Context: an optimization exercise on an open-source flow, tuned for small area, a short achievable clock period and few clock cycles. The choices shown serve that exercise and are no tape-out recipe. At most, simulation tests tie the RTL to the original design; equivalence was not proved. Power is estimated from default activity; no workload was simulated.

==> inputs of trial 29 <==
==> flow/design.v (excerpt) <==
module DATAPATH(Product, done, clk, multiplicand, multiplier, start, rst);
==> flow/config.mk <==
export PLATFORM = sky130hd
export DESIGN_NAME = DATAPATH
export DESIGN_NICKNAME = DATAPATH
export VERILOG_FILES = /design/flow/design.v
export SDC_FILE = /design/flow/constraint.sdc
export NUM_CORES = 4
export LEC_CHECK = 0
export ABC_AREA = 1
export CAP_MARGIN = 20
export CORE_MARGIN = 2
export CORE_UTILIZATION = 60
export SLEW_MARGIN = 20
export SYNTH_HIERARCHICAL = 1
export SYNTH_MINIMUM_KEEP_SIZE = 0
==> flow/constraint.sdc <==
create_clock -name core_clock -period 4.0 [get_ports {clk}]
set_input_delay 0.8000 -clock core_clock [delete_from_list [all_inputs] [get_ports {clk}]]
set_output_delay 0.8000 -clock core_clock [all_outputs]
set_load 0.01 [all_outputs]
standard.sh (not shown) runs the stock make flow with config.mk's settings and CLKGATE_MAP_FILE= SYNTH_SCRIPT=/design/flow/synth_recipe.tcl, a recipe that flattens the netlist after the stock synthesis.
==> flow/flow/run.sh <==
#!/bin/bash
# Standard layout, with plain buffers (instead of delay buffers) on the ports.
set -euo pipefail
export BUFFER_PORTS_ARGS="-buffer_cell sky130_fd_sc_hd__buf_2"
bash standard.sh > standard.log 2>&1
==> trial 90 (differences from trial 29) <==
--- a/flow/config.mk
+++ b/flow/config.mk
@@ -8,7 +8,10 @@
 export ABC_AREA = 1
 export CAP_MARGIN = 20
 export CORE_MARGIN = 2
-export CORE_UTILIZATION = 60
+export CORE_UTILIZATION = 40
+export CTS_BUF_LIST = sky130_fd_sc_hd__clkbuf_4 sky130_fd_sc_hd__clkbuf_8
+export CTS_CLUSTER_SIZE = 30
+export PLACE_DENSITY = 0.75
 export SLEW_MARGIN = 20
 export SYNTH_HIERARCHICAL = 1
 export SYNTH_MINIMUM_KEEP_SIZE = 0
==> build 22 (differences from trial 29) <==
--- a/flow/config.mk
+++ b/flow/config.mk
@@ -9,6 +9,8 @@
 export CAP_MARGIN = 20
 export CORE_MARGIN = 2
 export CORE_UTILIZATION = 60
+export CTS_BUF_LIST = sky130_fd_sc_hd__clkbuf_4 sky130_fd_sc_hd__clkbuf_8
+export CTS_CLUSTER_SIZE = 30
 export SLEW_MARGIN = 20
 export SYNTH_HIERARCHICAL = 1
 export SYNTH_MINIMUM_KEEP_SIZE = 0
==> summary of the runs <==
Utilization: trial 90 is lower than trial 29 (23 points). The highest wire length belongs to trial 29, the lowest to trial 90. Sequential share of layout area: build 22 > trial 29 > trial 90. In flip-flop and latch count, build 22 and trial 29 do not differ. In trial 29 the worst hold slack is better than in trial 90, by 28 ps. First-iteration DRC count: trial 90 > build 22 > trial 29. Maximum frequency: trial 90 is lower than trial 29 (1.1%). Design area: build 22 is lower than trial 29 (about 1.1%). In combinational power, trial 90 and trial 29 hardly differ.
==> figures <==
item                                                                         build 22                 trial 29                 trial 90
Per-cell routed wire length                                                   18.8 µm                  18.9 µm                  16.8 µm
Last element of the critical path                                           acc_c[21]                acc_c[20]                acc_c[20]
Clock period minus worst slack                                                3850 ps                  3800 ps                  3840 ps
Status                                                        complete, no violations  complete, no violations  complete, no violations
Core region area                                                            13800 µm²                13800 µm²                20800 µm²
Power, Total                                                                  5.85 mW                  6.06 mW                  5.91 mW
Portion of total power attributed to the clock network                           9.6%                    12.6%                    10.3%
Clock slew at reported path FFs                                                 70 ps                    50 ps                    60 ps
Slowest Stage Delay on Critical Path                                           580 ps                   530 ps                   550 ps
Met2 Wirelength                                                               9.36 mm                  9.48 mm                  9.28 mm
Required time of the worst setup path                                         4120 ps                  4080 ps                  4100 ps
Crit. Startpoint                                                        multiplier[9]           multiplier[11]            multiplier[9]
Share of the cycle needed by the critical path after routing                    96.1%                    94.9%                    96.0%
Power Internal                                                                3.27 mW                  3.46 mW                  3.32 mW
Worst-case setup slack after placement                                        -195 ps                  -195 ps                  -177 ps
Arrival time reported for the critical path endpoint                          3960 ps                  3880 ps                  3940 ps
Sequential share of power                                                       21.6%                    20.9%                    21.2%
Number of global-route vias before repair                                        6158                     6173                     6159
Data buffer area share                                                          9.20%                    9.09%                    8.97%
Function was not checked in any run of this note: the RTL went through the layout flow alone.

---

==> inputs of job 9440 <==
Another version of the RTL of DATAPATH (not shown whole).
Design DATAPATH, start of the top module:
module DATAPATH(Product, done, clk, multiplicand, multiplier, start, rst);
Settings: LEC_CHECK=0, ABC_AREA=1, CAP_MARGIN=20, CORE_MARGIN=2, CORE_UTILIZATION=40, CTS_BUF_LIST=sky130_fd_sc_hd__clkbuf_4 sky130_fd_sc_hd__clkbuf_8, CTS_CLUSTER_DIAMETER=60, CTS_CLUSTER_SIZE=50, PLACE_DENSITY=0.75, SLEW_MARGIN=20, SYNTH_HIERARCHICAL=1, SYNTH_MINIMUM_KEEP_SIZE=0; clock period 4.0 ns.
Scripts as last shown in full above: flow/flow/run.sh
==> inputs of job 5671, as changes to job 9440 <==
--- a/flow/config.mk
+++ b/flow/config.mk
@@ -9,9 +9,5 @@
 export CAP_MARGIN = 20
 export CORE_MARGIN = 2
-export CORE_UTILIZATION = 40
-export CTS_BUF_LIST = sky130_fd_sc_hd__clkbuf_4 sky130_fd_sc_hd__clkbuf_8
-export CTS_CLUSTER_DIAMETER = 60
-export CTS_CLUSTER_SIZE = 50
-export PLACE_DENSITY = 0.75
+export CORE_UTILIZATION = 60
 export SLEW_MARGIN = 20
 export SYNTH_HIERARCHICAL = 1
==> notes <==
- Job 9440 ran to the end with no violations. Job 5671 completed without violations.
- Against job 9440, the global-route usage of job 5671 is higher by 10 points.
- Against job 9440, the cell count of job 5671 is smaller by about 8%.
- In job 5671 the critical path depth is lower than in job 9440, by 1.
- Combinational power is about the same in job 9440 and job 5671.
- In flip-flop and latch count, job 5671 and job 9440 do not differ.
- Against job 9440, the utilization of job 5671 is higher by 22 points.
- Of job 5671 and job 9440, job 9440 has the higher fmax (gap 4.1%, measured against job 9440).
- First-iteration DRC count: job 9440 is higher than job 5671 (16%).
Testbench counts of job 9440, summed over its fixed seeds: cycles 2,400.
Testbench counts of job 5671, summed over its fixed seeds: cycles 2,400.

[separate check: timing with driven ports]
How much do the figures lean on ideal ports? The routed layouts below were timed once more, with nothing changed but the port constraints.
Step 1 (the two cells are an assumption about what drives the block):
set clk [get_ports {clk}]
set_driving_cell -lib_cell sky130_fd_sc_hd__clkbuf_16 $clk
set_driving_cell -lib_cell sky130_fd_sc_hd__buf_2 [delete_from_list [all_inputs] $clk]
Step 2 moves the port delays by t, midway between the first and last clock arrival at a register: inputs arrive t later, outputs are due t later. That takes back most of the time a late clock gives input paths.
Three values: ideal, step 1, step 2; two values: the first two.
run | shift t [ns] | setup WS [ns] | hold WS [ns] | cell pins on the clock port's net
trial 29 | 0.381 | 0.202 / 0.202 / -0.179 | 0.617 / 0.600 / 0.981 | 1
trial 90 | 0.394 | 0.159 / 0.172 / -0.222 | 0.589 / 0.577 / 0.971 | 1
build 22 | 0.415 | 0.155 / 0.130 / -0.286 | 0.578 / 0.562 / 0.977 | 1
job 9440 | 0.410 | 0.373 / 0.346 / -0.018 | 0.576 / 0.560 / 0.970 | 1
job 5671 | 0.381 | 0.219 / 0.243 / -0.138 | 0.607 / 0.587 / 0.968 | 1
With both steps, setup timing fails in every run listed, where it was met with ideal ports. The setup slack of build 22, which loses most, moves by -0.025 ns with the drivers and by -0.441 ns with both steps.
